This is an optimization exercise on Yosys and OpenROAD, whose aim is small area, a short achievable clock period and few clock cycles per item, not a production implementation.
The clock input has no modelled driver; a real chip could not lean on it and would need a root buffer or a full tree.
No activity file was given, so power comes from the tool's default toggle rates.

## build 24
Design apb_fifo, start of the top module:
module apb_fifo (
    input  wire        clk,
    input  wire        rst,
    input  wire        psel,
    input  wire [3:0]  paddr,
    input  wire [31:0] pwdata,
    input  wire        penable,
    input  wire        pwrite,
    output wire [31:0] prdata,
    output wire        pready
);
clock: 5.0 ns
lec_check: 0
cap_margin: 20
core_margin: 2
core_utilization: 40
cts_buf_list: sky130_fd_sc_hd__clkbuf_8
cts_cluster_size: 20
setup_slack_margin: 3.0
slew_margin: 20
tns_end_percent: 5
run.sh (not shown) runs the stock make flow with config.mk's settings and CLKGATE_MAP_FILE= SYNTH_SCRIPT=/design/flow/synth_recipe.tcl, a recipe that flattens the netlist after the stock synthesis.
Here is what was changed in the inputs of build 10 compared with build 24.
Settings: clearing CTS_CLUSTER_SIZE, which used to be 20; clearing CTS_BUF_LIST, which used to be sky130_fd_sc_hd__clkbuf_8.
==> flow/flow/run.sh (new file) <==
#!/bin/bash
set -euo pipefail
here=$(pwd)
export CTS_ARGS="-sink_clustering_enable -repair_clock_nets -dont_use_dummy_load -sink_clustering_size 20 -sink_clustering_max_diameter 60"
export POST_CTS_TCL="$here/flow/post_cts.tcl"
bash standard.sh > "$here/standard.log" 2>&1
==> flow/flow/post_cts.tcl (new file) <==
proc drop_clock_root {} {
  set block [ord::get_db_block]
  set clknet [$block findNet clk]
  set roots {}
  foreach it [$clknet getITerms] { lappend roots [$it getInst] }
  if {[llength $roots] != 1} { puts "drop_clock_root: [llength $roots] roots, left alone"; return }
  set root [lindex $roots 0]
  set rnet [[$root findITerm X] getNet]
  set sinks {}
  foreach it [$rnet getITerms] { if {[$it isInputSignal]} { lappend sinks $it } }
  if {[llength $sinks] > 4} { puts "drop_clock_root: root drives [llength $sinks] pins, left alone"; return }
  foreach it $sinks { $it disconnect; $it connect $clknet }
  odb::dbInst_destroy $root
  odb::dbNet_destroy $rnet
  puts "drop_clock_root: clk now drives [llength [$clknet getITerms]] pins"
}

drop_clock_root
estimate_parasitics -placement
repair_timing_helper
detailed_placement
check_placement -verbose
report_clock_latency -clock [all_clocks]
report_worst_slack -max
==> flow/standard.sh (new file) <==
#!/bin/bash
# synth_recipe.tcl (not shown) runs the flow's synth.tcl, then flattens the netlist and writes it again
# the make line also repeats each setting of config.mk as NAME=value (left out here)
make -C /OpenROAD-flow-scripts/flow DESIGN_CONFIG=/design/flow/config.mk WORK_HOME=/design/flow/orfs CLKGATE_MAP_FILE= SYNTH_SCRIPT=/design/flow/synth_recipe.tcl "${@:-finish}"
removed: flow/run.sh
Notes after the runs:
The worst min-delay path class comes out input port to async pin in one run and flop to flop in the other, namely in build 24 and build 10 respectively.
Final worst-path cycle share delta for build 10 relative to build 24: 2.1 points lower
Met1 layer wirelength in the final routing | build 10 above build 24
Sort build 24 and build 10 by total number of vias, ascending, and build 24 comes first.
The timing startpoint of the critical path comes out paddr[0] in one run and rdq[15]$_DFF_P_ in the other, namely in build 10 and build 24 respectively.
--- input diff build 10..build 23 ---
Settings: CORE_UTILIZATION: 40 -> 55.
==> flow/flow/run.sh <==
#!/bin/bash
# Standard layout (bash standard.sh, all ORFS steps), with changes to clock
# tree synthesis and the timing repair that follows it:
#  - TritonCTS builds smaller sink clusters of clkbuf_8 and no dummy loads;
set -euo pipefail
here=$(pwd)
export CTS_ARGS="-sink_clustering_enable -repair_clock_nets -dont_use_dummy_load -sink_clustering_size 16 -sink_clustering_max_diameter 50 -buf_list sky130_fd_sc_hd__clkbuf_8"
# ORFS's own repair after CTS is skipped: post_cts.tcl repairs in steps instead.
export SKIP_CTS_REPAIR_TIMING=1
export FLOW_REPAIR_STEPS="${FLOW_REPAIR_STEPS:-2.5 2.6 2.7 2.8 2.9}"
export POST_CTS_TCL="$here/flow/post_cts.tcl"
bash standard.sh > "$here/standard.log" 2>&1
-- flow/flow/post_cts.tcl --
<<< build 10, line 1
>>> build 23, line 1
# Sourced by ORFS's cts.tcl after clock tree synthesis and its timing repair.

<<< build 10, line 18
>>> build 23, line 20
# Port buffers that are delay cells become plain buffers.
proc plain_port_buffers {} {
  set buf [[ord::get_db] findMaster sky130_fd_sc_hd__buf_4]
  set n 0
  foreach inst [[ord::get_db_block] getInsts] {
    set m [[$inst getMaster] getName]
    if {[regexp {^(input|output)[0-9]+$} [$inst getName]] && [regexp {dly} $m]} {
      $inst swapMaster $buf
      incr n
    }
  }
  puts "plain_port_buffers: $n swapped"
}

<<< build 10, line 19
>>> build 23, line 35
set_dont_use {sky130_fd_sc_hd__dlygate* sky130_fd_sc_hd__clkdlybuf* sky130_fd_sc_hd__dlymetal*}
plain_port_buffers
detailed_placement
<<< build 10, line 20
repair_timing_helper
>>> build 23, line 39
repair_design_helper
# Repair in steps of growing margin: one pass at the full margin gets stuck
# on paths that the smaller margins fix first.
foreach margin $::env(FLOW_REPAIR_STEPS) {
  repair_timing -setup_margin $margin -repair_tns 100 -verbose
}
<<< build 10, line 23
>>> build 23, line 47
estimate_parasitics -placement
==> comparison <==
Build 23 reached the end of the flow, and the finished layout is clean on the timing, design-rule and antenna checks.
Build 23 ends up with lower maximum clock skew at final layout than build 10 does.
Final cell count came out lower on build 23 than on build 10.
Layout filler cell count down about 34% in build 23 wrt build 10
On initial detailed-routing violation count: build 23 sits below build 10.
Core area in build 23 is 27% below build 10.
Build 23 vs build 10 — width of the die dropped by more than 10%
What build 95 does differently from build 23 at the input level:
Settings: CORE_UTILIZATION changed from 55 to 40.
==> flow/flow/run.sh <==
#!/bin/bash
set -euo pipefail
here=$(pwd)
export CTS_ARGS="-sink_clustering_enable -repair_clock_nets -dont_use_dummy_load -sink_clustering_size 30 -sink_clustering_max_diameter 100"
export POST_CTS_TCL="$here/flow/post_cts.tcl"
bash standard.sh > "$here/standard.log" 2>&1
==> flow/flow/post_cts.tcl <==
proc drop_clock_root {} {
  set block [ord::get_db_block]
  set clknet [$block findNet clk]
  set roots {}
  foreach it [$clknet getITerms] { lappend roots [$it getInst] }
  if {[llength $roots] != 1} { puts "drop_clock_root: [llength $roots] roots, left alone"; return }
  set root [lindex $roots 0]
  set rnet [[$root findITerm X] getNet]
  set sinks {}
  foreach it [$rnet getITerms] { if {[$it isInputSignal]} { lappend sinks $it } }
  if {[llength $sinks] > 4} { puts "drop_clock_root: root drives [llength $sinks] pins, left alone"; return }
  foreach it $sinks { $it disconnect; $it connect $clknet }
  odb::dbInst_destroy $root
  odb::dbNet_destroy $rnet
  puts "drop_clock_root: clk now drives [llength [$clknet getITerms]] pins"
}

drop_clock_root
estimate_parasitics -placement
repair_timing_helper
detailed_placement
check_placement -verbose
report_clock_latency -clock [all_clocks]
report_worst_slack -max
### Flow results
Result for build 23 and build 95: all clean
NOTE non-clock buffer count build 23->build 95 decreased by a few percent
Compared with build 23, in build 95 logic gate share of total power comparable, setup slack saw a decrease, post-route clock period utilization moved up, post-route cell area now sits lower, data arrival at the endpoint of the critical path went up.
For the area of the multi-input gates, build 95 came in 7.4% lower than build 23 did.
Detailed-routed wire length on met2 of build 23 is on par with build 95.
No run of this note included a check of the RTL's function; only the layout flow was run.

[re-timing with driven ports]
The flow's constraints put no driver on any port. The routed layouts listed below were extracted and timed again, unchanged, in two steps.
Step 1 assumes that a clkbuf_16 drives the clock port and a buf_2 every other input.
Step 2 moves the port delays by t, midway between the first and last clock arrival at a register: inputs arrive t later, outputs are due t later. That takes back most of the time a late clock gives input paths.
a / b / c = ideal ports / drivers / drivers and shift; a / b = the first two.
| run | shift t [ns] | slack for setup (ns) | hold WS [ns] | worst slew at a driven data input, ns |
|---|---|---|---|---|
| build 24 | 0.714 | 2.827 / 2.773 / 2.238 | 0.312 / 0.277 / 0.461 | 0.07 |
| build 10 | 0.489 | 2.933 / 2.892 / 2.403 | 0.471 / 0.471 / 0.471 | 0.22 |
| build 23 | 0.526 | 2.814 / 2.869 / 2.369 | 0.470 / 0.463 / 0.470 | 0.09 |
| build 95 | 0.506 | 2.776 / 2.818 / 2.312 | 0.470 / 0.470 / 0.470 | 0.07 |
After both steps setup and hold are still met in every run listed. For build 24, which loses most, drivers alone change the setup slack by -0.054 ns; drivers and shift together by -0.589 ns.
